What follows belongs to an exercise in optimizing a design on an open flow for small area, a short achievable clock period and few clock cycles per item; a production flow would make more cautious choices.
At most, simulation tests tie the RTL to the original design; equivalence was not proved.
Function not checked in runs 5 and 6: the RTL went through the layout flow alone.
In every run shown here, the design's own scripts or RTL, not TritonCTS, make the clock network.
The clock port is modelled as an ideal driver, which makes a skipped or thinned clock tree look cheaper than it is; a real chip needs a root buffer or a tree.
No activity file was given, so power comes from the tool's default toggle rates.

==> flow/design.v <==
module qspi_memory_interface (
    input  wire        clk,
    input  wire        spi_rst_n,
    input  wire        st,
    input  wire        ld,
    input  wire        spi_target,     
    input  wire [15:0] addr,
    input  wire [15:0] data_in,
    output reg  [15:0] data_out,
    output wire        spi_clk,
    output reg         spi_flash_cs,   
    output reg         spi_ram_cs,     
    input  wire [3:0]  spi_data_in,
    output wire [3:0]  spi_data_out,
    output wire [3:0]  spi_data_oe,
    output reg         busy
);
    localparam integer LFSR_N = 28;
    localparam integer LFSR_M = 25;
    localparam integer PAT_K  = 15;
    localparam [PAT_K-1:0] PAT = 15'd31999;
    reg  [6:0]  cnt;
    reg         init_done;
    reg  [31:0] sr;
    reg  [3:0]  dq;
    reg         oeq;
    reg         oe0;
    assign spi_clk      = cnt[0];
    assign spi_data_out = dq;
    assign spi_data_oe  = {oeq, oeq, oeq, oe0};
    wire [5:0] b   = cnt[6:1];
    wire       ev  = !cnt[0];
    wire       fl  = !spi_flash_cs;
    wire       rm  = !spi_ram_cs;
    wire       wr  = oeq;
    wire [15:0] t = data_out;
    wire s66  = t[0] & !t[1];
    wire s99  = t[1] & !t[2];
    wire s06  = t[3] & !t[4];
    wire s31  = t[4] & !t[5];
    wire i_eb = t[9];
    wire i_wait = !t[0] | (t[2] & !t[3]) | (t[5] & !t[9]);
    wire i_cmd_bit =
        (s66 & ((b == 6'd1) || (b == 6'd2) || (b == 6'd5) || (b == 6'd6))) |
        (s99 & ((b == 6'd0) || (b == 6'd3) || (b == 6'd4) || (b == 6'd7))) |
        (s06 & ((b == 6'd5) || (b == 6'd6))) |
        (s31 & ((b == 6'd2) || (b == 6'd3) || (b == 6'd7) || (b == 6'd14))) |
        (i_eb & ((b == 6'd0) || (b == 6'd1) || (b == 6'd2) || (b == 6'd4) ||
                 (b == 6'd6) || (b == 6'd7)));
    wire [6:0] i_last = i_eb ? 7'd39 : (s31 ? 7'd31 : 7'd15);
    wire hit    = (sr[PAT_K-1:0] == PAT);
    wire lfsr_fb = !(sr[LFSR_N-1] ^ sr[LFSR_M-1]);
    wire go_f   = ld & !spi_target;
    wire go_r   = spi_target & (ld | st);
    wire f_end  = (cnt == 7'd30);
    wire r_end  = (b == 6'd47) & (cnt[0] | !wr);
    reg [3:0] f_nib;
    always @(*) begin
        case (b)
            6'd1:    f_nib = {3'b000, sr[31]};
            6'd2:    f_nib = {sr[31], sr[29], sr[27], sr[25]};
            6'd3:    f_nib = {sr[25], sr[23], sr[21], sr[19]};
            6'd4:    f_nib = {sr[19], sr[17], sr[15], sr[13]};
            6'd5:    f_nib = {sr[13], sr[11], sr[9], 1'b0};
            6'd6:    f_nib = 4'b1010;
            default: f_nib = 4'b0000;
        endcase
    end
    wire r_bit = (b == 6'd6) | ((b == 6'd7) & !wr) |
                 ((b >= 6'd15) & (b <= 6'd30) & sr[27]) |
                 ((b >= 6'd32) & sr[28]);
    wire i_step  = busy & ((i_wait & hit) | (!i_wait & fl & (cnt == i_last)));
    wire i_end   = i_step & i_eb;
    wire d_sh4   = init_done & busy & fl & ev & (cnt >= 7'd24);
    wire d_sh1   = init_done ? (busy & rm & !wr & ev & (cnt >= 7'd64)) : (i_step & !i_eb);
    wire d_hold  = !(d_sh4 | d_sh1 | i_end);
    wire d_in1   = spi_data_in[1] | !init_done;
    always @(posedge clk or negedge spi_rst_n) begin
        if (!spi_rst_n)
            data_out <= 16'h0000;
        else
            data_out <= ({16{d_hold}} & data_out) |
                        ({16{d_sh4}}  & {data_out[11:0], spi_data_in}) |
                        ({16{d_sh1}}  & {data_out[14:0], d_in1});
    end
    always @(posedge clk or negedge spi_rst_n) begin
        if (!spi_rst_n) begin
            busy         <= 1'b0;
            spi_flash_cs <= 1'b1;
            spi_ram_cs   <= 1'b1;
            init_done    <= 1'b0;
            oeq          <= 1'b0;
            oe0          <= 1'b0;
        end else if (!init_done) begin
            busy <= 1'b1;
            oeq  <= 1'b0;
            oe0  <= 1'b0;
            if (busy && !i_wait) begin
                if (spi_flash_cs) begin
                    spi_flash_cs <= 1'b0;
                end else begin
                    oe0 <= 1'b1;
                    oeq <= i_eb & (b >= 6'd8);
                    if (cnt == i_last) begin
                        spi_flash_cs <= 1'b1;
                        oe0          <= 1'b0;
                        oeq          <= 1'b0;
                        if (i_eb) begin
                            init_done <= 1'b1;
                            busy      <= 1'b0;
                        end
                    end
                end
            end
        end else if (!busy) begin
            busy         <= go_f | go_r;
            spi_flash_cs <= !go_f;
            spi_ram_cs   <= !go_r;
            oeq          <= go_r & !ld;
            oe0          <= 1'b0;
        end else begin
            if (fl) begin
                oeq <= (cnt < 7'd15);
                oe0 <= (cnt < 7'd15);
                if (f_end) begin
                    busy         <= 1'b0;
                    spi_flash_cs <= 1'b1;
                    oeq          <= 1'b0;
                    oe0          <= 1'b0;
                end
            end else begin
                oe0 <= 1'b1;
                if (r_end) begin
                    busy       <= 1'b0;
                    spi_ram_cs <= 1'b1;
                    oe0        <= 1'b0;
                    oeq        <= 1'b0;
                end
            end
        end
    end
    wire c_run = busy & (init_done ? !(fl ? f_end : r_end)
                                   : (!i_wait & fl & (cnt != i_last)));
    wire [6:0] cnt_nx = c_run ? cnt + 7'd1 : 7'd0;
    always @(posedge clk or negedge spi_rst_n) begin
        if (!spi_rst_n)
            cnt[0] <= 1'b0;
        else
            cnt[0] <= cnt_nx[0];
    end
    always @(posedge clk)
        cnt[6:1] <= cnt_nx[6:1];
    wire [31:0] ring_in;
    genvar gi;
    generate
        for (gi = 0; gi < 16; gi = gi + 1) begin : g_map
            assign ring_in[(2*gi + 31) % 32] = addr[gi];
            assign ring_in[(2*gi + 30) % 32] = data_in[gi];
        end
    endgenerate
    wire sr_load = init_done & !busy;
    wire sr_rot  = busy & (init_done | (i_wait & !hit));
    wire sr_in0  = init_done ? sr[31] : lfsr_fb;
    always @(posedge clk)
        sr <= ({32{sr_load}} & ring_in) | ({32{sr_rot}} & {sr[30:0], sr_in0});
    always @(posedge clk) begin
        if (!init_done)
            dq <= {i_eb & (b == 6'd14), 1'b0, i_eb & (b == 6'd14), i_cmd_bit};
        else if (fl)
            dq <= f_nib;
        else
            dq <= {3'b000, r_bit};
    end
endmodule
==> flow/flow/run.sh <==
#!/bin/bash
set -euo pipefail
export POST_CTS_TCL="$PWD/flow/post_cts.tcl"
bash standard.sh finish SETUP_SLACK_MARGIN=7.5 "BUFFER_PORTS_ARGS=-buffer_cell sky130_fd_sc_hd__buf_1" > make_finish.log 2>&1
==> flow/flow/clocktree.tcl <==
# Replace the clock tree that CTS built with one level of clkbuf_16 buffers,
# each driving a group of flip-flops (split by x position).  The clock port
# then drives only these few buffers.
proc my_flat_clock_tree { ngroups } {
  set block [ord::get_db_block]
  set db [ord::get_db]
  set clknet [$block findNet clk]
  # all clock sinks reached through the existing tree
  set sinks {}
  set bufs {}
  set todo [list $clknet]
  while {[llength $todo]} {
    set net [lindex $todo 0]
    set todo [lrange $todo 1 end]
    foreach it [$net getITerms] {
      set inst [$it getInst]
      if {[[$it getMTerm] getName] eq "CLK"} {
        lappend sinks $it
      } elseif {[lsearch -exact $bufs $inst] < 0} {
        # a clock buffer, inverter or dummy load of the old tree
        lappend bufs $inst
        foreach ot [$inst getITerms] {
          if {[$ot isOutputSignal]} {
            set on [$ot getNet]
            if {$on ne "NULL" && $on ne ""} { lappend todo $on }
          }
        }
      }
    }
  }
  puts "flat clock tree: [llength $sinks] sinks, removing [llength $bufs] buffers"
  foreach it $sinks { $it disconnect }
  foreach inst $bufs {
    foreach it [$inst getITerms] {
      set n [$it getNet]
      $it disconnect
    }
  }
  foreach inst $bufs {
    set on ""
    odb::dbInst_destroy $inst
  }
  # remove now-empty clock nets except clk
  foreach net [$block getNets] {
    if {$net ne $clknet && [llength [$net getITerms]] == 0 && [llength [$net getBTerms]] == 0} {
      odb::dbNet_destroy $net
    }
  }
  # sort sinks by x and split into groups
  set keyed {}
  foreach it $sinks {
    set b [[$it getInst] getBBox]
    lappend keyed [list [$b xMin] [$b yMin] $it]
  }
  set keyed [lsort -integer -index 0 $keyed]
  set n [llength $keyed]
  set master [$db findMaster sky130_fd_sc_hd__clkbuf_16]
  for {set g 0} {$g < $ngroups} {incr g} {
    set lo [expr {$g * $n / $ngroups}]
    set hi [expr {($g + 1) * $n / $ngroups}]
    set inst [odb::dbInst_create $block $master "clkroot_$g"]
    set net [odb::dbNet_create $block "clknet_root_$g"]
    $net setSigType CLOCK
    set sx 0; set sy 0
    for {set i $lo} {$i < $hi} {incr i} {
      set e [lindex $keyed $i]
      [lindex $e 2] connect $net
      set sx [expr {$sx + [lindex $e 0]}]; set sy [expr {$sy + [lindex $e 1]}]
    }
    set k [expr {$hi - $lo}]
    [$inst findITerm A] connect $clknet
    [$inst findITerm X] connect $net
    $inst setLocation [expr {$sx / $k}] [expr {$sy / $k}]
    $inst setPlacementStatus PLACED
  }
}
==> flow/flow/post_cts.tcl <==
# POST_CTS hook: flatten the clock tree to one level of buffers, then
# legalise and repair timing again on the new tree.
source [file join [file dirname [info script]] clocktree.tcl]
my_flat_clock_tree 3
detailed_placement
estimate_parasitics -placement
repair_timing_helper
detailed_placement
check_placement -verbose
==> flow/standard.sh <==
#!/bin/bash
# synth_recipe.tcl (not shown) runs the flow's synth.tcl, then flattens the netlist and writes it again
# the make line also repeats each setting of config.mk as NAME=value (left out here)
make -C /OpenROAD-flow-scripts/flow DESIGN_CONFIG=/design/flow/config.mk WORK_HOME=/design/flow/orfs CLKGATE_MAP_FILE= SYNTH_SCRIPT=/design/flow/synth_recipe.tcl "${@:-finish}"
==> flow/config.mk <==
export PLATFORM = sky130hd
export DESIGN_NAME = qspi_memory_interface
export DESIGN_NICKNAME = qspi_memory_interface
export VERILOG_FILES = /design/flow/design.v
export SDC_FILE = /design/flow/constraint.sdc
export NUM_CORES = 4
export LEC_CHECK = 0
export CAP_MARGIN = 20
export CORE_MARGIN = 2
export CORE_UTILIZATION = 40
export SLEW_MARGIN = 20
==> flow/constraint.sdc <==
create_clock -name core_clock -period 10.0 [get_ports {clk}]
set_input_delay 2.0000 -clock core_clock [delete_from_list [all_inputs] [get_ports {clk}]]
set_output_delay 2.0000 -clock core_clock [all_outputs]
set_load 0.01 [all_outputs]
==> results of run 1 <==
==> area by class of cell <==
type | count | area [um^2] | area share
Timing Repair Buffer | 95 | 557 | 0.148
Sequential cell | 65 | 1430 | 0.380
Buffer | 3 | 75.1 | 0.0199
Multi-Input combinational cell | 207 | 1550 | 0.411
Tap cell | 102 | 128 | 0.0339
Inverter | 8 | 30.0 | 0.00797
==> flip-flops by register name, indices dropped and copies added (netlist names) <==
name / flops
spi_ram_cs: 1
cnt: 7
busy: 1
data_out: 16
oe0: 1
spi_flash_cs: 1
sr: 32
dq: 4
oeq: 1
init_done: 1
==> how the worst max path moves through the flow <==
stage	endpoint
finish	spi_flash_cs
global route	spi_flash_cs
detailed placement	spi_flash_cs
global placement	spi_flash_cs
floorplan	spi_data_oe[1]
==> per-layer routing <==
layer | global-route usage | vias to the layer above | wire length, um
met5 | 0 | - | 0
met4 | 0.0348 | 0 | 51
met3 | 0.0244 | 3 | 296
met1 | 0.244 | 1242 | 3470
met2 | 0.295 | 65 | 3580
li1 | - | 1293 | -
==> stage by stage <==
stage | utilization | setup slack (ps) | total power [uW] | hold WS (ps)
floorplan | - | 7440 | 266 | 426
global placement | 0.443 | 7200 | 274 | 432
detailed placement | 0.443 | 7190 | 274 | 435
global route | 0.493 | 7180 | 404 | 468
finish | 0.493 | 7200 | 390 | 453
==> cells in the final DEF, fill, tap and decap left out, types with 7 or more instances in the layout <==
cell and instances:
dfxtp_1 39, buf_1 39, a22o_1 34, buf_4 27
nand2_1 15, a221o_1 15, and2_1 14, dfrtp_1 14
nor3_1 11, a21oi_1 11, clkbuf_2 11, buf_6 10
buf_2 8, nand3_1 7, inv_1 7, nor2_1 7
nand2b_1 7, o21ai_0 7, dfrtp_2 7
==> report_power, final <==
group	internal (uW)	total (uW)	switching (uW)
sequential	260	260	0
clock	54.8	121	66.4
combinational	4.18	8.59	4.41
==> kinds of logic (layout without fill, tap and decap cells) <==
kind of cell    after synthesis  in the layout  synth area share
flops                        65             65             0.453
xor+xnor                     10             10            0.0279
fa+ha+maj                     2              2           0.00798
mux                           6              6            0.0192
buf+inv                      36            106            0.0579
compound gates              100            100             0.266
simple gates                 89             89             0.169
==> summary.md, run 1 <==
| Metric | Value |
|---|---|
| Post-Route Setup TNS | 0 ps |
| Worst setup path startpoint | spi_flash_cs$_DFFE_PN1P_ |
| Cells after DPL | 452 |
| Synth Flop Type | dfxtp_1 |
| Worst slew pin tran | 623 ps |
| Total GRT Usage | 0.176 |
| Die footprint | 8560 um^2 |
| Slowest stage cell on the critical path | dfstp_2 |
| Crit path time final | 2800 ps |
| Hold path startpoint | sr[18]$_DFF_P_ |
| Post-DP HPWL | 5.13 mm |
| Initial antenna violation count | 0 |
| Share of cells above drive strength 1 | 0.235 |
| Data required, critical path | 8000 ps |
| CP Buf/Inv Count | 1 |
| Max-slew violation count | 0 |
| Max incr delay on CP | 550 ps |
| Endpoints failing hold | 0 |
| Number of global-route vias before repair | 2,522 |
| Top area cells in the synthesized netlist | dfxtp_1, dfrtp_1, a22o_1 |
| Row cnt | 32 |
| Crit end category | output pin |
| CP max FO | 2 |
| GP Congestion | 0.856 |
| RSZ-0062 raised after global routing | yes |
| Crit path max-delay family | flip-flops |
| Final Setup Violations | 0 |
| DR vias | 2,603 |
| 1st-pass router iterations | 6 |
| Most frequent cells after synthesis | dfxtp_1, a22o_1, dfrtp_1 |
| Clock Latency Late Sink | 150 ps |
| Max-slew headroom | 0.584 |
| Most frequent cell after synthesis | dfxtp_1 |
| I/O pin total | 69 |
| Area delta synth->final | 20.2% |
| WL per Instance | 15.4 um |
| Netlist Area Pre-Place | 3140 um^2 |
| Mapped Cells | 308 |
| Hold Path Stages | 1 |
| Worst hold path class | register to register |
| # DRC | 0 |
| Final Instance Area | 3770 um^2 |
| F_max | 357 MHz |
| Reg2reg start | data_out[5]$_DFF_PN0_ |
| Status | no timing/DRC/antenna violations |
| Largest net degree at the start of global routing | 33 |
| N_diodes | 0 |
| Crit path depth | 1 |
| Distinct cells, synth | 56 |
| Yosys top cell by area | dfxtp_1 |
| Clk sink count | 65 |
| R2r endpoint | data_out[9]$_DFF_PN0_ |
| Final period util | 0.280 |
| Routed WL | 7.40 mm |
| Port buffer count | 68 |
| CP Cell Sequence | buf_6 |
| Seq cells post-synth | 65 |
| Async S/R FF share, synth | 0.354 |
| Top cell type's share of synthesized area | 0.268 |
| Fill count | 750 |
| Clock Skews | 9.12 ps |
| Antenna viol nets, final | 0 |
| Worst r2r path cells | 6 |
| Die X | 92.5 um |
| Max cap viols | 0 |
| Flop-to-flop setup slack | 7730 ps |
| DIE HEIGHT | 92.5 um |
| Initial drt markers | 134 |
| Final net count | 423 |
| Starting density of the core | 0.410 |
| PD cells | 103 nW/um^2 |
| First-pass GRT wire length | 12.3 mm |
| Post-synth EDFFs | 0 |
| Seq/Total Area, Yosys | 0.453 |
| LEAKAGE | 0.00154 uW |
| Mapped Nets | 351 |
| Core area | 7650 um^2 |
| DR vias/cell | 5.42 |
| Remaining global-route overflow | 0 |
| Critical path startpoint category | register |
| Worst-path clk slew | 90 ps |
| Layout Cells excl Fill | 480 |
| Hold Path End | sr[19]$_DFF_P_ |
| Placed Area | 3390 um^2 |
| Number of synthesis warnings | 1 |
| CP arrival | 800 ps |
| Avg Inst Size Synth | 10.2 um^2 |
| Peak supply drop | 0.000135 V |
| Critical path class | register to output pin |
Testbench counts, summed over its fixed seeds: cycles 82,887, ops 1,280.
==> run 2: changes to the inputs <==
==> flow/flow/run.sh (replaced) <==
#!/bin/bash
set -euo pipefail
export POST_CTS_TCL="$PWD/flow/post_cts.tcl"
bash standard.sh finish SETUP_SLACK_MARGIN=7 "BUFFER_PORTS_ARGS=-buffer_cell sky130_fd_sc_hd__buf_1" > make_finish.log 2>&1
--- a/flow/config.mk
+++ b/flow/config.mk
@@ -7,5 +7,5 @@
 export LEC_CHECK = 0
 export CAP_MARGIN = 20
 export CORE_MARGIN = 2
-export CORE_UTILIZATION = 40
+export CORE_UTILIZATION = 65
 export SLEW_MARGIN = 20
==> run 2 against run 1 <==
Flip-flop and latch count unchanged. Worst setup slack worse by 31 ps. Sequential share of layout area up 3.3 points. Total power down 0.98%.
==> summary.md, run 2 <==
| Metric | Value |
|---|---|
| Number of synthesis warnings | 1 (unchanged) |
| Adder-cell share of the synthesized area | 0.00798 (unchanged) |
| Row cnt | 25 (-22%) |
| Mapped Nets | 351 (unchanged) |
| Top area cells in the synthesized netlist | dfxtp_1, dfrtp_1, a22o_1 |
| GP Congestion | 0.837 (-2.2%) |
| LEAKAGE | 0.00132 uW (-15%) |
| Data required, critical path | 8000 ps (about the same) |
| Clock Latency Late Sink | 150 ps (about the same) |
| Routed WL | 6.66 mm (-10%) |
| Final period util | 0.283 (+0.00314) |
| Worst-path clk slew | 80 ps (about the same) |
| Critical path class | register to output pin |
| Most frequent cell after synthesis | dfxtp_1 |
| Crit end category | output pin |
| N_diodes | 0 (unchanged) |
| First-pass GRT wire length | 10.8 mm (-12%) |
| Most frequent cells after synthesis | dfxtp_1, a22o_1, dfrtp_1 |
| Largest regs | sr x32, data_out x16, cnt x7 |
| Distinct cells, synth | 56 (unchanged) |
| Flop-to-flop setup slack | 7330 ps (-400 ps) |
| Die footprint | 5400 um^2 (-37%) |
| Placed Area | 3320 um^2 (-1.8%) |
| Max-slew headroom | 0.429 (-0.155) |
| Core area | 4690 um^2 (-39%) |
| Hold Path Stages | 1 (unchanged) |
| # DRC | 0 (unchanged) |
| F_max | 353 MHz (-1.1%) |
| Mapped Cells | 308 (unchanged) |
| Async S/R FF share, synth | 0.354 (unchanged) |
| 1st-pass router iterations | 4 (-2) |
| Clock Skews | 8.37 ps (-0.750 ps) |
| Synth Area in Simple Gates | 0.169 (unchanged) |
| Number of global-route vias before repair | 2,279 (-9.6%) |
| DIE HEIGHT | 73.5 um (-21%) |
| Post-synthesis compound-gate area fraction | 0.266 (unchanged) |
| Remaining global-route overflow | 0 (unchanged) |
| Max-slew violation count | 0 (unchanged) |
| Total GRT Usage | 0.254 (+0.0778) |
| Hold path startpoint | sr[30]$_DFF_P_ |
| Top cell type's share of synthesized area | 0.268 (unchanged) |
| CP max FO | 2 (unchanged) |
| Worst slew pin tran | 855 ps (+232 ps) |
| Die X | 73.5 um (-21%) |
| Crit path max-delay family | flip-flops |
| Post-DP HPWL | 4.68 mm (-8.8%) |
| I/O pin total | 69 (unchanged) |
| Largest Register | sr |
| Share of cells above drive strength 1 | 0.0894 (-0.146) |
| Avg Inst Size Synth | 10.2 um^2 (unchanged) |
| Hold Path End | sr[31]$_DFF_P_ |
| Worst r2r path cells | 5 (-1) |
| R2r endpoint | data_out[15]$_DFF_PN0_ |
| Final net count | 403 (-4.7%) |
| Area delta synth->final | 10.0% |
| DR vias | 2,566 (-1.4%) |
| DP Worst Slack | 7190 ps (+3.92 ps) |
| Largest net degree at the start of global routing | 33 (unchanged) |
| Netlist Area Pre-Place | 3140 um^2 (unchanged) |
| Seq cells post-synth | 65 (unchanged) |
| Yosys top cell by area | dfxtp_1 |
| XOR/XNOR Fraction of Synth Area | 0.0279 (unchanged) |
| Crit path depth | 1 (unchanged) |
| Peak supply drop | 0.000134 V (-0.15%) |
| Commonest cells after routing, fill and taps aside | buf_1, dfxtp_1, a22o_1, dfrtp_1 |
| Post-synth EDFFs | 0 (unchanged) |
| Final Setup Violations | 0 (unchanged) |
| Post-synthesis mux area share | 0.0192 (unchanged) |
| Starting density of the core | 0.668 (+0.258) |
| Critical path startpoint category | register |
| Final worst setup slack | 7170 ps (-31.4 ps) |
| Max incr delay on CP | 530 ps (-20 ps) |
| Slowest stage cell on the critical path | dfstp_2 |
| Worst hold path class | register to register |
| Initial antenna violation count | 0 (unchanged) |
| Largest family of logic cells by synthesized area | compound AO/OA/AOI/OAI gates |
| Initial drt markers | 260 (+94%) |
| Largest register FFs | 32 (unchanged) |
| Fill count | 367 (-51%) |
| WL per Instance | 16.2 um (+4.9%) |
| CP Cell Sequence | buf_1 |
| Port buffer count | 68 (unchanged) |
| DR vias/cell | 6.23 (+15%) |
| Endpoints failing hold | 0 (unchanged) |
| PD cells | 112 nW/um^2 (+8.2%) |
| Commonest non-fill, non-tap cell in the layout | buf_1 |
| Max cap viols | 0 (unchanged) |
| Status | no timing/DRC/antenna violations |
| Reg2reg start | init_done$_DFF_PN0_ |
| Crit path time final | 2830 ps (+31.4 ps) |
| Seq/Total Area, Yosys | 0.453 (unchanged) |
| Synth Flop Type | dfxtp_1 |
| CP Buf/Inv Count | 1 (unchanged) |
| RSZ-0062 raised after global routing | no |
| Clk sink count | 65 (unchanged) |
| Fin Hold WS | 451 ps (-2.06 ps) |
| Final Instance Area | 3450 um^2 (-8.5%) |
| Antenna viol nets, final | 0 (unchanged) |
| Post-Route Setup TNS | 0 ps (unchanged) |
| CP arrival | 830 ps (+30 ps) |
==> run 2: worst max path at each step <==
| stage | slack [ps] | start | end |
|---|---|---|---|
| 2_1_floorplan | 7430 | oeq$_DFFE_PN0P_ | spi_data_oe[1] |
| 3_3_place_gp | 7210 | spi_flash_cs$_DFFE_PN1P_ | spi_flash_cs |
| 3_5_place_dp | 7190 | spi_flash_cs$_DFFE_PN1P_ | spi_flash_cs |
| 5_1_grt | 7100 | init_done$_DFF_PN0_ | data_out[14]$_DFF_PN0_ |
| 6_report | 7170 | spi_flash_cs$_DFFE_PN1P_ | spi_flash_cs |
==> run 2: kinds of logic after synthesis <==
| kind of cell | Yosys count |
|---|---|
| AO/OA/AOI/OAI | 100 |
| XOR/XNOR | 10 |
| adder cells (fa/ha/maj) | 2 |
| buffers and inverters | 36 |
| flip-flops | 65 |
| multiplexers | 6 |
| AND/OR/NAND/NOR | 89 |
==> run 2: layout make-up <==
class,instances,area (um^2),area share
buffer,3,75.1,0.0218
inverter,8,30.0,0.00871
multi-input combinational,207,1540,0.446
sequential,65,1420,0.412
tap,54,67.6,0.0196
timing repair buffer,75,315,0.0914
==> run 2: metal layers <==
| metal | vias to the layer above | wire length [um] | GRT usage |
|---|---|---|---|
| met5 | - | 0 | 0 |
| li1 | 1250 | - | - |
| met3 | 8 | 345 | 0.0480 |
| met2 | 88 | 3310 | 0.423 |
| met4 | 0 | 94 | 0.0626 |
| met1 | 1220 | 2920 | 0.341 |
==> run 2: stage by stage <==
| step | power (uW) | std cells | utilization |
|---|---|---|---|
| 6_report | 386 | 412 | 0.735 |
| 5_1_grt | 400 | 412 | 0.735 |
| 3_5_place_dp | 274 | 404 | 0.709 |
| 3_3_place_gp | 274 | 404 | 0.709 |
| 2_1_floorplan | 266 | 308 | - |
==> run 2: where the power goes <==
part	switching (uW)	internal [uW]	total, uW
registers	0	260	260
logic	4.08	3.87	7.95
clock network	63.3	54.7	118
total	67.4	319	386
==> run 3: changes to the inputs <==
--- a/flow/config.mk
+++ b/flow/config.mk
@@ -7,5 +7,5 @@
 export LEC_CHECK = 0
 export CAP_MARGIN = 20
 export CORE_MARGIN = 2
-export CORE_UTILIZATION = 65
+export CORE_UTILIZATION = 40
 export SLEW_MARGIN = 20
==> run 3 against run 2 <==
Global-route usage decreased by 8.2 points. Critical path depth unchanged. Combinational power increased by 4.9%. Worst setup slack got worse by 0.60 ps. Clock power about the same. Synthesized cell count unchanged. Clock skew decreased by 1.4 ps. Final area increased by 1.8%. Critical path type unchanged. Critical endpoint unchanged.
==> summary.md, run 3 <==
| Metric | Value |
|---|---|
| Status | no timing/DRC/antenna violations |
| Clk sink count | 65 (unchanged) |
| First-pass GRT wire length | 12.0 mm (+11%) |
| Max-slew headroom | 0.383 (-0.0459) |
| Seq/Total Area, Yosys | 0.453 (unchanged) |
| Clock Skews | 6.97 ps (-1.41 ps) |
| Max layer used | met4 |
| DR WL met2 | 3.35 mm (+1.2%) |
| RSZ-0062 raised after global routing | no |
| Clock Latency Late Sink | 150 ps (about the same) |
| Met1 wire length | 3.54 mm (+21%) |
| Met3 WL | 253 um (-27%) |
| Final Setup Violations | 0 (unchanged) |
| Most frequent cells after synthesis | dfxtp_1, a22o_1, dfrtp_1 |
| I/O pin total | 69 (unchanged) |
| CP arrival | 830 ps (about the same) |
| Port buffer count | 68 (unchanged) |
| Slowest stage cell on the critical path | dfstp_2 |
| Post-synth EDFFs | 0 (unchanged) |
| Largest net degree at the start of global routing | 33 (unchanged) |
| Crit path time final | 2830 ps (+0.600 ps) |
| Sequential power share | 0.673 (about the same) |
| Top cell type's share of synthesized area | 0.268 (unchanged) |
| Mapped Nets | 351 (unchanged) |
| Total GRT Usage | 0.172 (-0.0820) |
| Clk pwr share | 0.305 (about the same) |
| WL per Instance | 15.6 um (-3.5%) |
| Initial antenna violation count | 0 (unchanged) |
| Mapped Cells | 308 (unchanged) |
| CP max FO | 2 (unchanged) |
| Largest Register | sr |
| Share of cells above drive strength 1 | 0.0919 (+0.00254) |
| Synth Flop Type | dfxtp_1 |
| Switching power total | 67.7 uW (+0.42%) |
| Number of global-route vias before repair | 2,399 (+5.3%) |
| Worst slew pin tran | 924 ps (+68.7 ps) |
| Largest register FFs | 32 (unchanged) |
| Register Area | 1420 um^2 (unchanged) |
| Crit end category | output pin |
| DIE HEIGHT | 92.5 um (+26%) |
| Max incr delay on CP | 530 ps (about the same) |
| CP Buf/Inv Count | 1 (unchanged) |
| Remaining global-route overflow | 0 (unchanged) |
| Area delta synth->final | 12.0% |
| Post-DP HPWL | 5.15 mm (+10%) |
| PD cells | 110 nW/um^2 (-1.7%) |
| Max-slew violation count | 0 (unchanged) |
| Critical path startpoint category | register |
| Fill count | 769 (+110%) |
| Critical path class | register to output pin |
| Yosys top cell by area | dfxtp_1 |
| Worst-path clk slew | 90 ps (about the same) |
| Die X | 92.5 um (+26%) |
| Async S/R FF share, synth | 0.354 (unchanged) |
| Starting density of the core | 0.410 (-0.258) |
| Most frequent cell after synthesis | dfxtp_1 |
| DR vias | 2,536 (-1.2%) |
| Distinct cells, synth | 56 (unchanged) |
| Endpoints failing hold | 0 (unchanged) |
| LEAKAGE | 0.00132 uW (+0.37%) |
| DR vias/cell | 5.50 (-12%) |
| Top area cells in the synthesized netlist | dfxtp_1, dfrtp_1, a22o_1 |
| GP Congestion | 0.811 (-3.1%) |
| CP Cell Sequence | buf_1 |
| Peak supply drop | 0.000148 V (+10%) |
| Number of synthesis warnings | 1 (unchanged) |
| Final period util | 0.283 (about the same) |
| N_diodes | 0 (unchanged) |
| Row cnt | 32 (+28%) |
| Seq cells post-synth | 65 (unchanged) |
| Initial drt markers | 103 (-60%) |
| Antenna viol nets, final | 0 (unchanged) |
| Avg Inst Size Synth | 10.2 um^2 (unchanged) |
| Data required, critical path | 8000 ps (about the same) |
| F_max | 353 MHz (about the same) |
| Largest regs | sr x32, data_out x16, cnt x7 |
| Commonest non-fill, non-tap cell in the layout | buf_1 |
| Post-Route Setup TNS | 0 ps (unchanged) |
| Max cap viols | 0 (unchanged) |
| DP Worst Slack | 7200 ps (+4.51 ps) |
| Netlist Area Pre-Place | 3140 um^2 (unchanged) |
| Core area | 7650 um^2 (+63%) |
| Combinational power share | 0.022 (about the same) |
| Final worst setup slack | 7170 ps (-0.600 ps) |
| Commonest cells after routing, fill and taps aside | buf_1, dfxtp_1, a22o_1, dfrtp_1 |
| 1st-pass router iterations | 4 (unchanged) |
| Routed WL | 7.19 mm (+8.0%) |
| Die footprint | 8560 um^2 (+59%) |
| Final net count | 404 (+0.25%) |
| Worst hold path class | register to register |
| Pint | 319 uW (about the same) |
| Switching part of the total | 0.175 (+0.000604) |
| # DRC | 0 (unchanged) |
| Area occupied by multi-input gates | 1540 um^2 (unchanged) |
| Crit path max-delay family | flip-flops |
run 3: cell counts after synthesis:
No cell type changed its count.
run 3: worst paths after layout:
kind,end,slack [ps],startpoint,depth (start not counted)
setup / recovery,spi_flash_cs,7170,spi_flash_cs$_DFFE_PN1P_,1
hold / removal,sr[19]$_DFF_P_,450,sr[18]$_DFF_P_,1
setup reg to reg,data_out[3]$_DFF_PN0_,7390,cnt[1]$_SDFF_PN0_,6
hold reg to reg,sr[19]$_DFF_P_,450,sr[18]$_DFF_P_,1
max in group asynchronous,spi_flash_cs$_DFFE_PN1P_,7920,spi_rst_n,2
min in group asynchronous,cnt[0]$_DFF_PN0_,1800,spi_rst_n,2
run 3: cell type report:
cell class,instances,area share
Timing Repair Buffer,76,0.0902
Sequential cell,65,0.405
Tap cell,102,0.0364
Buffer,3,0.0214
Inverter,8,0.00855
Multi-Input combinational cell,207,0.438
run 3: power groups by stage:
stage	Combinational (uW)	Clock [uW]	Sequential (uW)
detailed placement	8.59	0	266
global placement	8.60	0	266
finish	8.34	118	260
floorplan	0.208	0	266
global route	9.62	130	260
run 3: kinds of logic (layout without fill, tap and decap cells):
kind of cell / Yosys count / in the layout / share of synthesized area
AND/OR/NAND/NOR: 89 / 89 / 0.169
flip-flops: 65 / 65 / 0.453
AO/OA/AOI/OAI: 100 / 100 / 0.266
XOR/XNOR: 10 / 10 / 0.0279
adder cells (fa/ha/maj): 2 / 2 / 0.00798
buffers and inverters: 36 / 87 / 0.0579
multiplexers: 6 / 6 / 0.0192
run 3: per-stage QoR:
stage / hold slack (ps) / util / area, um^2 / instances / total power [uW]
global placement: 432 / 0.444 / 3390 / 453 / 274
global route: 469 / 0.459 / 3510 / 461 / 400
finish: 450 / 0.459 / 3510 / 461 / 386
detailed placement: 438 / 0.444 / 3390 / 453 / 274
floorplan: 426 / - / 3140 / 308 / 266
run 3: routing by layer:
layer / GRT usage / vias to the layer above
li1: - / 1257
met1: 0.246 / 1221
met2: 0.280 / 52
met3: 0.0244 / 6
met4: 0.0311 / 0
met5: 0 / -
==> run 4: changes to the inputs <==
--- a/flow/flow/clocktree.tcl
+++ b/flow/flow/clocktree.tcl
@@ -1,7 +1,7 @@
-# Replace the clock tree that CTS built with one level of clkbuf_16 buffers,
+# Replace the clock tree that CTS built with one level of clock buffers,
 # each driving a group of flip-flops (split by x position).  The clock port
 # then drives only these few buffers.
-proc my_flat_clock_tree { ngroups } {
+proc my_flat_clock_tree { ngroups cell } {
   set block [ord::get_db_block]
   set db [ord::get_db]
   set clknet [$block findNet clk]
@@ -54,7 +54,7 @@
   }
   set keyed [lsort -integer -index 0 $keyed]
   set n [llength $keyed]
-  set master [$db findMaster sky130_fd_sc_hd__clkbuf_16]
+  set master [$db findMaster $cell]
   for {set g 0} {$g < $ngroups} {incr g} {
     set lo [expr {$g * $n / $ngroups}]
     set hi [expr {($g + 1) * $n / $ngroups}]
==> flow/flow/post_cts.tcl (replaced) <==
# POST_CTS hook: flatten the clock tree to one level of buffers, then
# legalise and repair timing again on the new tree.
source [file join [file dirname [info script]] clocktree.tcl]
my_flat_clock_tree 4 sky130_fd_sc_hd__clkbuf_8
detailed_placement
estimate_parasitics -placement
repair_timing_helper
detailed_placement
check_placement -verbose
==> run 4 against run 3 <==
Wire length increased by 0.75%. First-iteration DRC count rose by 32%. Via count up 0.99%. Largest cell class unchanged. Critical endpoint unchanged. Flip-flop and latch count did not move. Synthesized area did not move. Combinational power about the same. Sequential power about the same. Utilization fell by 0.26 points. Critical path depth is the same. Sequential share of layout area is 0.23 points higher.
==> summary.md, run 4 <==
| Metric | Value |
|---|---|
| Status | no timing/DRC/antenna violations |
| Final Setup Violations | 0 (unchanged) |
| Seq/Total Area, Yosys | 0.453 (unchanged) |
| Post-route total power | 369 uW (-4.4%) |
| Max incr delay on CP | 540 ps (about the same) |
| PD cells | 106 nW/um^2 (-3.8%) |
| GP Congestion | 0.811 (unchanged) |
| Largest Register | sr |
| Hold Path Stages | 1 (unchanged) |
| Share of cells above drive strength 1 | 0.0944 (+0.00252) |
| Most frequent cells after synthesis | dfxtp_1, a22o_1, dfrtp_1 |
| Area delta synth->final | 11.3% |
| CP Buf/Inv Count | 1 (unchanged) |
| Flop-to-flop setup slack | 7410 ps (+20 ps) |
| Starting density of the core | 0.410 (unchanged) |
| DIE HEIGHT | 92.5 um (unchanged) |
| Crit end category | output pin |
| Data required, critical path | 8000 ps (about the same) |
| Clk sink count | 65 (unchanged) |
| Worst r2r path cells | 6 (unchanged) |
| Largest register FFs | 32 (unchanged) |
| I/O pin total | 69 (unchanged) |
| Final net count | 405 (+0.25%) |
| Slowest stage cell on the critical path | dfstp_2 |
| CP Cell Sequence | buf_1 |
| # DRC | 0 (unchanged) |
| Final period util | 0.284 (+0.00132) |
| WL per Instance | 15.7 um (+0.53%) |
| Most frequent cell after synthesis | dfxtp_1 |
| Die footprint | 8560 um^2 (unchanged) |
| Fill count | 766 (-0.39%) |
| Avg Inst Size Synth | 10.2 um^2 (unchanged) |
| 1st-pass router iterations | 4 (unchanged) |
| Commonest non-fill, non-tap cell in the layout | buf_1 |
| Remaining global-route overflow | 0 (unchanged) |
| Max-slew headroom | 0.404 (+0.0207) |
| R2r endpoint | data_out[3]$_DFF_PN0_ |
| Top cell type's share of synthesized area | 0.268 (unchanged) |
| Crit path time final | 2840 ps (+13.2 ps) |
| Row cnt | 32 (unchanged) |
| Largest regs | sr x32, data_out x16, cnt x7 |
| Distinct cells, synth | 56 (unchanged) |
| Mapped Cells | 308 (unchanged) |
| Commonest cells after routing, fill and taps aside | buf_1, dfxtp_1, a22o_1, dfrtp_1 |
| RSZ-0062 raised after global routing | no |
| Seq cells post-synth | 65 (unchanged) |
| Initial drt markers | 136 (+32%) |
| Endpoints failing hold | 0 (unchanged) |
| LEAKAGE | 0.00132 uW (-0.62%) |
| Worst hold path class | register to register |
| Worst slew pin tran | 893 ps (-31.0 ps) |
| Post-DP HPWL | 5.15 mm (unchanged) |
| Mapped Nets | 351 (unchanged) |
| Max-slew violation count | 0 (unchanged) |
| DR vias | 2,561 (+0.99%) |
| Peak supply drop | 0.000149 V (+1.0%) |
| Post-Route Setup TNS | 0 ps (unchanged) |
| DP Worst Slack | 7200 ps (unchanged) |
| Clock Skews | 7.72 ps (+0.757 ps) |
| Worst-path clk slew | 100 ps (about the same) |
| Initial antenna violation count | 0 (unchanged) |
| Crit path max-delay family | flip-flops |
| Reg2reg start | cnt[1]$_SDFF_PN0_ |
| Core area | 7650 um^2 (unchanged) |
| Yosys top cell by area | dfxtp_1 |
| Critical path class | register to output pin |
| Number of global-route vias before repair | 2,424 (+1.0%) |
| Critical path startpoint category | register |
| Die X | 92.5 um (unchanged) |
| Async S/R FF share, synth | 0.354 (unchanged) |
| Antenna viol nets, final | 0 (unchanged) |
| Clock Latency Late Sink | 160 ps (about the same) |
| DR vias/cell | 5.54 (+0.77%) |
| Port buffer count | 68 (unchanged) |
| Netlist Area Pre-Place | 3140 um^2 (unchanged) |
| CP max FO | 2 (unchanged) |
| Hold path startpoint | sr[20]$_DFF_P_ |
| Synth Flop Type | dfxtp_1 |
| F_max | 352 MHz (-0.46%) |
| CP arrival | 840 ps (about the same) |
| Routed WL | 7.25 mm (+0.75%) |
| N_diodes | 0 (unchanged) |
| Top area cells in the synthesized netlist | dfxtp_1, dfrtp_1, a22o_1 |
| Post-synth EDFFs | 0 (unchanged) |
| Total GRT Usage | 0.175 (+0.00311) |
| Number of synthesis warnings | 1 (unchanged) |
| Max cap viols | 0 (unchanged) |
| Largest net degree at the start of global routing | 33 (unchanged) |
| Fin util | 0.456 (-0.00262) |
| Final worst setup slack | 7160 ps (-13.2 ps) |
| Hold Path End | sr[21]$_DFF_P_ |
| First-pass GRT wire length | 12.2 mm (+1.4%) |
| Area occupied by multi-input gates | 1540 um^2 (unchanged) |
| Register Area | 1420 um^2 (unchanged) |
## run 4: cell counts after synthesis
Identical to the previous run, type by type.
## run 4: cell type report
cell class,instances,share of cell area
Multi-Input combinational cell,207,0.441
Sequential cell,65,0.408
Timing Repair Buffer,76,0.0907
Tap cell,102,0.0366
Buffer,4,0.0158
Inverter,8,0.00860
## run 4: how the worst max path moves through the flow
stage	from	to	slack [ps]	depth (start not counted)
floorplan	oeq$_DFFE_PN0P_	spi_data_oe[1]	7430	1
global placement	spi_flash_cs$_DFFE_PN1P_	spi_flash_cs	7200	1
detailed placement	spi_flash_cs$_DFFE_PN1P_	spi_flash_cs	7200	1
global route	oeq$_DFFE_PN0P_	spi_data_oe[2]	7110	1
finish	spi_flash_cs$_DFFE_PN1P_	spi_flash_cs	7160	1
## run 4: kinds of logic after synthesis
kind of cell,count (synthesis),share of synthesized area
compound gates,100,0.266
simple gates,89,0.169
flops,65,0.453
buf+inv,36,0.0579
xor+xnor,10,0.0279
mux,6,0.0192
fa+ha+maj,2,0.00798
## run 4: per-stage QoR
| stage | area (um^2) | hold WS (ps) | instances |
|---|---|---|---|
| final | 3490 | 458 | 462 |
| after global placement | 3390 | 432 | 453 |
| after global routing | 3490 | 477 | 462 |
| after detailed placement | 3390 | 438 | 453 |
| after floorplan | 3140 | 426 | 308 |
## run 4: report_power, final
part | internal [uW] | total, uW | switching [uW]
Sequential | 260 | 260 | 0
Combinational | 3.87 | 8.36 | 4.49
Clock | 37.1 | 101 | 63.8
## run 4: per-layer routing
metal | up-vias | global-route usage | share of wire
met5 | - | 0 | 0
met4 | 0 | 0.0348 | 0.010
met3 | 6 | 0.0269 | 0.051
met2 | 80 | 0.286 | 0.47
met1 | 1218 | 0.248 | 0.47
li1 | 1257 | - | -
==> run 5: changes to the inputs <==
--- a/flow/design.v
+++ b/flow/design.v
@@ -8,8 +8,8 @@
     input  wire [15:0] data_in,
     output reg  [15:0] data_out,
     output wire        spi_clk,
-    output reg         spi_flash_cs,   
-    output reg         spi_ram_cs,     
+    output wire        spi_flash_cs,   
+    output wire        spi_ram_cs,     
     input  wire [3:0]  spi_data_in,
     output wire [3:0]  spi_data_out,
     output wire [3:0]  spi_data_oe,
@@ -30,8 +30,10 @@
     assign spi_data_oe  = {oeq, oeq, oeq, oe0};
     wire [5:0] b   = cnt[6:1];
     wire       ev  = !cnt[0];
-    wire       fl  = !spi_flash_cs;
-    wire       rm  = !spi_ram_cs;
+    reg        fl;
+    reg        rm;
+    assign spi_flash_cs = !fl;
+    assign spi_ram_cs   = !rm;
     wire       wr  = oeq;
     wire [15:0] t = data_out;
     wire s66  = t[0] & !t[1];
@@ -86,8 +88,8 @@
     always @(posedge clk or negedge spi_rst_n) begin
         if (!spi_rst_n) begin
             busy         <= 1'b0;
-            spi_flash_cs <= 1'b1;
-            spi_ram_cs   <= 1'b1;
+            fl <= 1'b0;
+            rm <= 1'b0;
             init_done    <= 1'b0;
             oeq          <= 1'b0;
             oe0          <= 1'b0;
@@ -96,13 +98,13 @@
             oeq  <= 1'b0;
             oe0  <= 1'b0;
             if (busy && !i_wait) begin
-                if (spi_flash_cs) begin
-                    spi_flash_cs <= 1'b0;
+                if (!fl) begin
+                    fl <= 1'b1;
                 end else begin
                     oe0 <= 1'b1;
                     oeq <= i_eb & (b >= 6'd8);
                     if (cnt == i_last) begin
-                        spi_flash_cs <= 1'b1;
+                        fl <= 1'b0;
                         oe0          <= 1'b0;
                         oeq          <= 1'b0;
                         if (i_eb) begin
@@ -114,8 +116,8 @@
             end
         end else if (!busy) begin
             busy         <= go_f | go_r;
-            spi_flash_cs <= !go_f;
-            spi_ram_cs   <= !go_r;
+            fl <= go_f;
+            rm <= go_r;
             oeq          <= go_r & !ld;
             oe0          <= 1'b0;
         end else begin
@@ -124,7 +126,7 @@
                 oe0 <= (cnt < 7'd15);
                 if (f_end) begin
                     busy         <= 1'b0;
-                    spi_flash_cs <= 1'b1;
+                    fl <= 1'b0;
                     oeq          <= 1'b0;
                     oe0          <= 1'b0;
                 end
@@ -132,7 +134,7 @@
                 oe0 <= 1'b1;
                 if (r_end) begin
                     busy       <= 1'b0;
-                    spi_ram_cs <= 1'b1;
+                    rm <= 1'b0;
                     oe0        <= 1'b0;
                     oeq        <= 1'b0;
                 end
--- a/flow/flow/clocktree.tcl
+++ b/flow/flow/clocktree.tcl
@@ -1,7 +1,7 @@
-# Replace the clock tree that CTS built with one level of clock buffers,
+# Replace the clock tree that CTS built with one level of clkbuf_16 buffers,
 # each driving a group of flip-flops (split by x position).  The clock port
 # then drives only these few buffers.
-proc my_flat_clock_tree { ngroups cell } {
+proc my_flat_clock_tree { ngroups } {
   set block [ord::get_db_block]
   set db [ord::get_db]
   set clknet [$block findNet clk]
@@ -54,7 +54,7 @@
   }
   set keyed [lsort -integer -index 0 $keyed]
   set n [llength $keyed]
-  set master [$db findMaster $cell]
+  set master [$db findMaster sky130_fd_sc_hd__clkbuf_16]
   for {set g 0} {$g < $ngroups} {incr g} {
     set lo [expr {$g * $n / $ngroups}]
     set hi [expr {($g + 1) * $n / $ngroups}]
==> flow/flow/post_cts.tcl (replaced) <==
# POST_CTS hook: flatten the clock tree to one level of buffers, then
# legalise and repair timing again on the new tree.
source [file join [file dirname [info script]] clocktree.tcl]
my_flat_clock_tree 3
detailed_placement
estimate_parasitics -placement
repair_timing_helper
detailed_placement
check_placement -verbose
==> run 5 against run 4 <==
Sequential power about the same. Utilization down 0.99 points. Critical path depth unchanged. Final cell count up 7.6%. Final area up 4.6%. Clock skew up 3.2 ps. Global-route usage up 0.24 points. Via count up 8.5%. First-iteration DRC count down 9.6%. Register-to-register slack worse by 130 ps. Synthesized cell count up 12%. Critical path type unchanged. Critical endpoint is now data_out[9]. Largest cell class unchanged.
==> summary.md, run 5 <==
| Metric | Value |
|---|---|
| First-pass GRT wire length | 12.7 mm (+4.4%) |
| Switching power total | 69.7 uW (+2.1%) |
| Most frequent cell after synthesis | nand2_1 |
| WL per Instance | 16.0 um (+2.0%) |
| Core area | 8180 um^2 (+6.9%) |
| Crit path max-delay family | flip-flops |
| Post-synth EDFFs | 0 (unchanged) |
| Clock Latency Late Sink | 150 ps (about the same) |
| LEAKAGE | 0.00142 uW (+7.9%) |
| Antenna viol nets, final | 0 (unchanged) |
| Remaining global-route overflow | 0 (unchanged) |
| Status | no timing/DRC/antenna violations |
| Initial drt markers | 123 (-9.6%) |
| Layout Cells excl Fill | 497 (+7.6%) |
| Total GRT Usage | 0.178 (+0.00243) |
| Max-slew headroom | 0.271 (-0.133) |
| Synth Flop Type | dfxtp_1 |
| Share of cells above drive strength 1 | 0.130 (+0.0357) |
| Initial antenna violation count | 0 (unchanged) |
| Endpoints failing hold | 0 (unchanged) |
| Async S/R FF share, synth | 0.354 (unchanged) |
| Port buffer count | 68 (unchanged) |
| Sequential power share | 0.669 (-0.035) |
| Max incr delay on CP | 500 ps (-40 ps) |
| Crit end category | output pin |
| Die footprint | 9160 um^2 (+7.0%) |
| Largest register FFs | 32 (unchanged) |
| Starting density of the core | 0.412 (+0.00153) |
| CP max FO | 13 (+11) |
| DR vias | 2,779 (+8.5%) |
| DR vias/cell | 5.59 (+0.87%) |
| I/O pin total | 69 (unchanged) |
| Crit path time final | 2840 ps (-7.74 ps) |
| Routed WL | 7.95 mm (+9.7%) |
| Max-slew violation count | 0 (unchanged) |
| Number of synthesis warnings | 1 (unchanged) |
| Max cap viols | 0 (unchanged) |
| Pint | 319 uW (+5.8%) |
| Final net count | 437 (+7.9%) |
| N_diodes | 0 (unchanged) |
| CP arrival | 840 ps (about the same) |
| Worst-path clk slew | 90 ps (about the same) |
| Final worst setup slack | 7160 ps (+7.74 ps) |
| DIE HEIGHT | 95.7 um (+3.4%) |
| Switching part of the total | 0.179 (-0.00532) |
| Seq/Total Area, Yosys | 0.421 (-0.0315) |
| PD cells | 106 nW/um^2 (+0.53%) |
| Clk pwr share | 0.309 (+0.036) |
| Mapped Nets | 389 (+11%) |
| Post-Route Setup TNS | 0 ps (unchanged) |
| CP Cell Sequence | buf_1 |
| F_max | 353 MHz (+0.27%) |
| Final period util | 0.284 (-0.000774) |
| DP Worst Slack | 7220 ps (+18.8 ps) |
| Area delta synth->final | 8.52% |
| Commonest cells after routing, fill and taps aside | buf_1, nand2_1, dfxtp_1, a22o_1, o21ai_0 |
| Combinational power share | 0.022 (about the same) |
| Largest regs | sr x32, data_out x16, cnt x7 |
| Clock Skews | 11.0 ps (+3.25 ps) |
| Top area cells in the synthesized netlist | dfxtp_1, dfrtp_1, a22o_1 |
| Top cell type's share of synthesized area | 0.250 (-0.0182) |
| Data required, critical path | 8000 ps (about the same) |
| Fill count | 825 (+7.7%) |
| RSZ-0062 raised after global routing | no |
| 1st-pass router iterations | 4 (unchanged) |
| Number of global-route vias before repair | 2,611 (+7.7%) |
| Netlist Area Pre-Place | 3360 um^2 (+7.3%) |
| Worst slew pin tran | 1090 ps (+201 ps) |
| Cells after DPL | 489 (+7.9%) |
| Critical path class | register to output pin |
| Clk sink count | 65 (unchanged) |
| Critical path startpoint category | register |
| # DRC | 0 (unchanged) |
| Mapped Cells | 346 (+12%) |
| Largest net degree at the start of global routing | 34 (+3.0%) |
| Worst hold path class | register to register |
| Seq cells post-synth | 65 (unchanged) |
| Row cnt | 33 (+3.1%) |
| GP Congestion | 0.856 (+5.6%) |
| Die X | 95.7 um (+3.4%) |
| Largest Register | sr |
| Peak supply drop | 0.0000939 V (-37%) |
| CP Buf/Inv Count | 1 (unchanged) |
| Final Setup Violations | 0 (unchanged) |
| Yosys top cell by area | dfxtp_1 |
| Post-DP HPWL | 5.62 mm (+9.2%) |
| Distinct cells, synth | 63 (+13%) |
| Most frequent cells after synthesis | nand2_1, dfxtp_1, a22o_1 |
| Avg Inst Size Synth | 9.72 um^2 (-4.5%) |
| Commonest non-fill, non-tap cell in the layout | buf_1 |
| Slowest stage cell on the critical path | dfrtp_2 |
## run 5: cell count changes in the layout (fill, tap and decap cells not counted), moves of 4 or more
cell,before,now
mux2i_1,6,0
nand2_1,15,46
o211ai_1,1,6
nor2_1,7,13
o21ai_0,7,20
dfrtp_2,3,7
and2_1,14,0
clkbuf_8,4,0
o211ai_2,0,9
a221o_1,15,0
## run 5: kinds of logic (layout without fill, tap and decap cells)
logic type               after synthesis  count (layout)  synth area share
buffers and inverters                 40              86            0.0788
flip-flops                            65              65             0.421
AO/OA/AOI/OAI                        105             105             0.263
XOR/XNOR                               9               9            0.0234
multiplexers                           3               3            0.0100
AND/OR/NAND/NOR                      122             122             0.196
adder cells (fa/ha/maj)                2               2           0.00744
## run 5: metal layers
layer | track usage | wire length, um | share of wire
met4 | 0.0369 | 65 | 0.0082
met2 | 0.284 | 3710 | 0.47
met5 | 0 | 0 | 0
met3 | 0.0360 | 435 | 0.055
met1 | 0.250 | 3750 | 0.47
## run 5: worst paths after layout
check / from / to / slack [ps] / cells past startpoint
worst max-delay path: data_out[9]$_DFF_PN0_ / data_out[9] / 7160 / 1
min in group asynchronous: spi_rst_n / cnt[0]$_DFF_PN0_ / 1800 / 2
max in group asynchronous: spi_rst_n / data_out[0]$_DFF_PN0_ / 7930 / 2
worst max register to register: cnt[1]$_SDFF_PN0_ / data_out[0]$_DFF_PN0_ / 7280 / 6
worst min-delay path: sr[22]$_DFF_P_ / sr[23]$_DFF_P_ / 450 / 1
worst min register to register: sr[22]$_DFF_P_ / sr[23]$_DFF_P_ / 450 / 1
## run 5: final cells by class
class	instances	area (um^2)	area share
Tap cell	105	131	0.0360
Sequential cell	65	1430	0.390
Inverter	9	33.8	0.00925
Multi-Input combinational cell	241	1690	0.462
Timing Repair Buffer	74	300	0.0822
Buffer	3	75.1	0.0206
## run 5: power by group through the flow
stage               Clock (uW)  Sequential, uW  Combinational, uW
global route               134             260               9.85
finish                     120             260               8.45
global placement             0             266               8.74
floorplan                    0             266              0.231
detailed placement           0             266               8.73
## run 5: through the flow
step | hold slack, ps | cell area (um^2) | power [uW] | utilization
6_report | 454 | 3650 | 388 | 0.447
5_1_grt | 472 | 3650 | 404 | 0.447
3_5_place_dp | 435 | 3530 | 275 | 0.431
3_3_place_gp | 431 | 3530 | 275 | 0.431
2_1_floorplan | 426 | 3360 | 266 | -
==> run 6: changes to the inputs <==
--- a/flow/design.v
+++ b/flow/design.v
@@ -8,8 +8,8 @@
     input  wire [15:0] data_in,
     output reg  [15:0] data_out,
     output wire        spi_clk,
-    output wire        spi_flash_cs,   
-    output wire        spi_ram_cs,     
+    output reg         spi_flash_cs,   
+    output reg         spi_ram_cs,     
     input  wire [3:0]  spi_data_in,
     output wire [3:0]  spi_data_out,
     output wire [3:0]  spi_data_oe,
@@ -30,10 +30,8 @@
     assign spi_data_oe  = {oeq, oeq, oeq, oe0};
     wire [5:0] b   = cnt[6:1];
     wire       ev  = !cnt[0];
-    reg        fl;
-    reg        rm;
-    assign spi_flash_cs = !fl;
-    assign spi_ram_cs   = !rm;
+    wire       fl  = !spi_flash_cs;
+    wire       rm  = !spi_ram_cs;
     wire       wr  = oeq;
     wire [15:0] t = data_out;
     wire s66  = t[0] & !t[1];
@@ -60,10 +58,7 @@
     always @(*) begin
         case (b)
             6'd1:    f_nib = {3'b000, sr[31]};
-            6'd2:    f_nib = {sr[31], sr[29], sr[27], sr[25]};
-            6'd3:    f_nib = {sr[25], sr[23], sr[21], sr[19]};
-            6'd4:    f_nib = {sr[19], sr[17], sr[15], sr[13]};
-            6'd5:    f_nib = {sr[13], sr[11], sr[9], 1'b0};
+            6'd2, 6'd3, 6'd4, 6'd5: f_nib = data_out[15:12];
             6'd6:    f_nib = 4'b1010;
             default: f_nib = 4'b0000;
         endcase
@@ -73,9 +68,17 @@
                  ((b >= 6'd32) & sr[28]);
     wire i_step  = busy & ((i_wait & hit) | (!i_wait & fl & (cnt == i_last)));
     wire i_end   = i_step & i_eb;
-    wire d_sh4   = init_done & busy & fl & ev & (cnt >= 7'd24);
+    wire d_ld    = init_done & busy & fl & (cnt == 7'd0);
+    wire d_sh4   = init_done & busy & fl & ev & (cnt >= 7'd24 || (cnt >= 7'd4 && cnt <= 7'd8));
+    wire [15:0] a_ring;
+    genvar ai;
+    generate
+        for (ai = 0; ai < 16; ai = ai + 1) begin : g_aring
+            assign a_ring[ai] = sr[(2*ai + 31) % 32];
+        end
+    endgenerate
     wire d_sh1   = init_done ? (busy & rm & !wr & ev & (cnt >= 7'd64)) : (i_step & !i_eb);
-    wire d_hold  = !(d_sh4 | d_sh1 | i_end);
+    wire d_hold  = !(d_sh4 | d_sh1 | d_ld | i_end);
     wire d_in1   = spi_data_in[1] | !init_done;
     always @(posedge clk or negedge spi_rst_n) begin
         if (!spi_rst_n)
@@ -83,13 +86,14 @@
         else
             data_out <= ({16{d_hold}} & data_out) |
                         ({16{d_sh4}}  & {data_out[11:0], spi_data_in}) |
-                        ({16{d_sh1}}  & {data_out[14:0], d_in1});
+                        ({16{d_sh1}}  & {data_out[14:0], d_in1}) |
+                        ({16{d_ld}}   & {a_ring[14:0], 1'b0});
     end
     always @(posedge clk or negedge spi_rst_n) begin
         if (!spi_rst_n) begin
             busy         <= 1'b0;
-            fl <= 1'b0;
-            rm <= 1'b0;
+            spi_flash_cs <= 1'b1;
+            spi_ram_cs   <= 1'b1;
             init_done    <= 1'b0;
             oeq          <= 1'b0;
             oe0          <= 1'b0;
@@ -98,13 +102,13 @@
             oeq  <= 1'b0;
             oe0  <= 1'b0;
             if (busy && !i_wait) begin
-                if (!fl) begin
-                    fl <= 1'b1;
+                if (spi_flash_cs) begin
+                    spi_flash_cs <= 1'b0;
                 end else begin
                     oe0 <= 1'b1;
                     oeq <= i_eb & (b >= 6'd8);
                     if (cnt == i_last) begin
-                        fl <= 1'b0;
+                        spi_flash_cs <= 1'b1;
                         oe0          <= 1'b0;
                         oeq          <= 1'b0;
                         if (i_eb) begin
@@ -116,8 +120,8 @@
             end
         end else if (!busy) begin
             busy         <= go_f | go_r;
-            fl <= go_f;
-            rm <= go_r;
+            spi_flash_cs <= !go_f;
+            spi_ram_cs   <= !go_r;
             oeq          <= go_r & !ld;
             oe0          <= 1'b0;
         end else begin
@@ -126,7 +130,7 @@
                 oe0 <= (cnt < 7'd15);
                 if (f_end) begin
                     busy         <= 1'b0;
-                    fl <= 1'b0;
+                    spi_flash_cs <= 1'b1;
                     oeq          <= 1'b0;
                     oe0          <= 1'b0;
                 end
@@ -134,7 +138,7 @@
                 oe0 <= 1'b1;
                 if (r_end) begin
                     busy       <= 1'b0;
-                    rm <= 1'b0;
+                    spi_ram_cs <= 1'b1;
                     oe0        <= 1'b0;
                     oeq        <= 1'b0;
                 end
==> run 6 against run 5 <==
Still clean. Utilization increased by 0.95 points. Global-route usage increased by 0.56 points. Hold slack got worse by 2.9 ps. Critical path type unchanged. Largest cell class unchanged. Highest routed layer unchanged.
==> summary.md, run 6 <==
| Metric | Value |
|---|---|
| Final net count | 408 (-6.6%) |
| Data required, critical path | 8000 ps (about the same) |
| Peak supply drop | 0.000135 V (+44%) |
| Max-slew violation count | 0 (unchanged) |
| Final Instance Area | 3510 um^2 (-4.0%) |
| CP arrival | 850 ps (about the same) |
| Most frequent cells after synthesis | a22o_1, dfxtp_1, dfrtp_1 |
| Met1 Use GR | 0.276 (+0.0261) |
| Mapped Nets | 356 (-8.5%) |
| Placed Area | 3380 um^2 (-4.0%) |
| Slowest stage cell on the critical path | dfstp_2 |
| Largest regs | sr x32, data_out x16, cnt x7 |
| Die X | 92.6 um (-3.2%) |
| Seq cells post-synth | 65 (unchanged) |
| CP Buf/Inv Count | 1 (unchanged) |
| Top cell type's share of synthesized area | 0.268 (+0.0177) |
| Largest Register | sr |
| Busiest grt layer | met2 |
| Commonest non-fill, non-tap cell in the layout | buf_1 |
| Crit path to | spi_flash_cs |
| Area delta synth->final | 11.6% |
| Number of synthesis warnings | 1 (unchanged) |
| Starting density of the core | 0.409 (-0.00285) |
| Post-synth EDFFs | 0 (unchanged) |
| Max incr delay on CP | 550 ps (+50 ps) |
| Distinct cells, synth | 57 (-9.5%) |
| Port buffer count | 68 (unchanged) |
| Critical path startpoint category | register |
| Flop-to-flop setup slack | 7280 ps (about the same) |
| Initial antenna violation count | 0 (unchanged) |
| Routing usage on met3 | 0.0252 (-0.0108) |
| I/O pin total | 69 (unchanged) |
| Clock Skews | 11.2 ps (+0.188 ps) |
| First-pass GRT wire length | 12.8 mm (+0.65%) |
| Largest register FFs | 32 (unchanged) |
| WL per Instance | 16.6 um (+3.9%) |
| R2r endpoint | data_out[0]$_DFF_PN0_ |
| Commonest cells after routing, fill and taps aside | buf_1, a22o_1, dfxtp_1, nand2_1, nor2_1 |
| Synth Flop Type | dfxtp_1 |
| DR vias | 2,588 (-6.9%) |
| Crit path time final | 2850 ps (+9.95 ps) |
| Largest net degree at the start of global routing | 34 (unchanged) |
| Final period util | 0.285 (+0.000995) |
| Die footprint | 8580 um^2 (-6.3%) |
| Top area cells in the synthesized netlist | dfxtp_1, dfrtp_1, a22o_1 |
| Crit path max-delay family | flip-flops |
| Netlist Area Pre-Place | 3140 um^2 (-6.6%) |
| Share of cells above drive strength 1 | 0.0829 (-0.0472) |
| Reg2reg start | cnt[2]$_SDFF_PN0_ |
| Crit path depth | 1 (unchanged) |
| DIE HEIGHT | 92.6 um (-3.2%) |
| Clock Latency Late Sink | 150 ps (about the same) |
| CP max FO | 2 (-11) |
| RSZ-0062 raised after global routing | no |
| Total GRT Usage | 0.183 (+0.00556) |
| # DRC | 0 (unchanged) |
| Fin Hold WS | 451 ps (-2.87 ps) |
| Status | no timing/DRC/antenna violations |
| Seq/Total Area, Yosys | 0.452 (+0.0306) |
| Row cnt | 32 (-3.0%) |
| Endpoints failing hold | 0 (unchanged) |
| PD cells | 118 nW/um^2 (+11%) |
| Worst slew pin tran | 1070 ps (-20.1 ps) |
| Crit end category | output pin |
| Avg Inst Size Synth | 10.1 um^2 (+3.6%) |
| 1st-pass router iterations | 4 (unchanged) |
| Post-Route Setup TNS | 0 ps (unchanged) |
| Async S/R FF share, synth | 0.354 (unchanged) |
| GRT met2 Usage | 0.283 (-0.000345) |
| CP Cell Sequence | buf_1 |
| Worst r2r path cells | 6 (unchanged) |
| Number of global-route vias before repair | 2,513 (-3.8%) |
| Worst setup path startpoint | spi_flash_cs$_DFFE_PN1P_ |
| Most frequent cell after synthesis | a22o_1 |
| F_max | 351 MHz (-0.35%) |
| DR vias/cell | 5.58 (-0.25%) |
| Core area | 7690 um^2 (-6.0%) |
| LEAKAGE | 0.00135 uW (-5.3%) |
| Hold Path Stages | 1 (unchanged) |
| Final Setup Violations | 0 (unchanged) |
| Max-slew headroom | 0.282 (+0.0119) |
| Antenna viol nets, final | 0 (unchanged) |
| Routed WL | 7.72 mm (-3.0%) |
| Yosys top cell by area | dfxtp_1 |
| Post-DP HPWL | 5.56 mm (-1.2%) |
| Max cap viols | 0 (unchanged) |
| Remaining global-route overflow | 0 (unchanged) |
| Worst hold path class | register to register |
| Mapped Cells | 312 (-9.8%) |
| Critical path class | register to output pin |
| N_diodes | 0 (unchanged) |
| Worst-path clk slew | 90 ps (about the same) |
| Clk sink count | 65 (unchanged) |
| Initial drt markers | 155 (+26%) |
| GP Congestion | 0.899 (+5.1%) |
==> run 6: layout make-up <==
| cell class | count | area [um^2] |
|---|---|---|
| timing repair buffer | 74 | 308 |
| fill | 741 | 4180 |
| inverter | 10 | 37.5 |
| buffer | 3 | 75.1 |
| multi-input combinational | 210 | 1530 |
| sequential | 65 | 1430 |
| tap | 102 | 128 |
==> run 6: per-stage QoR <==
step	instances	util	worst slack, ps	power (uW)
after floorplan	312	-	7410	287
after global placement	457	0.440	7190	299
after detailed placement	457	0.440	7190	300
after global routing	464	0.456	7070	429
final	464	0.456	7150	414
==> run 6: logic make-up (layout without fill, tap and decap cells) <==
kind of cell             Yosys count  in the layout  synth area share
flip-flops                        65             65             0.452
buffers and inverters             37             87            0.0645
adder cells (fa/ha/maj)            3              3            0.0119
AND/OR/NAND/NOR                   84             84             0.149
multiplexers                       1              1           0.00319
XOR/XNOR                          10             10            0.0279
AO/OA/AOI/OAI                    112            112             0.292
==> run 6: worst min-delay path by stage <==
stage	from	to	slack [ps]
after floorplan	sr[16]$_DFF_P_	sr[17]$_DFF_P_	430
after global placement	sr[20]$_DFF_P_	sr[21]$_DFF_P_	430
after detailed placement	sr[30]$_DFF_P_	sr[31]$_DFF_P_	440
after global routing	sr[20]$_DFF_P_	sr[21]$_DFF_P_	470
final	sr[30]$_DFF_P_	sr[31]$_DFF_P_	450
==> run 6: power by group <==
group | internal [uW] | switching, uW
logic | 11.4 | 14.2
registers | 263 | 5.36
clock network | 54.8 | 65.1
==> run 6: metal layers <==
layer  part of all wire  vias up  wire, um
met5                  0        -         0
met4             0.0036        0        28
met3              0.044        2       338
met2               0.45       66      3480
met1               0.50     1243      3870
li1                   -     1277         -

==> afterwards: timing with drivers on the ports <==
In the flow no input, the clock included, has a driving cell. The finished layouts below were timed again as built, in two steps.
Step 1 assumes that a clkbuf_16 drives the clock port and a buf_2 every other input.
Step 2, shift: input delay + t, output delay - t, t = (earliest + latest rising clock arrival at the registers) / 2. This alone moves slack from input paths to output paths.
a / b / c = ideal / step 1 / step 2; a / b = the first two.
run	t (ns)	slack for setup (ns)	worst register clock-pin slew, ns	pins driven straight from the clock port
run 1	0.208	7.202 / 7.143 / 7.332	0.09 / 0.09	3
run 2	0.203	7.171 / 7.114 / 7.317	0.09 / 0.09	3
run 3	0.207	7.170 / 7.110 / 7.317	0.09 / 0.09	3
run 4	0.208	7.157 / 7.103 / 7.311	0.10 / 0.10	4
run 5	0.211	7.165 / 7.101 / 7.213	0.09 / 0.09	3
run 6	0.208	7.155 / 7.096 / 7.279	0.09 / 0.09	3
After both steps every run listed still meets setup and hold.
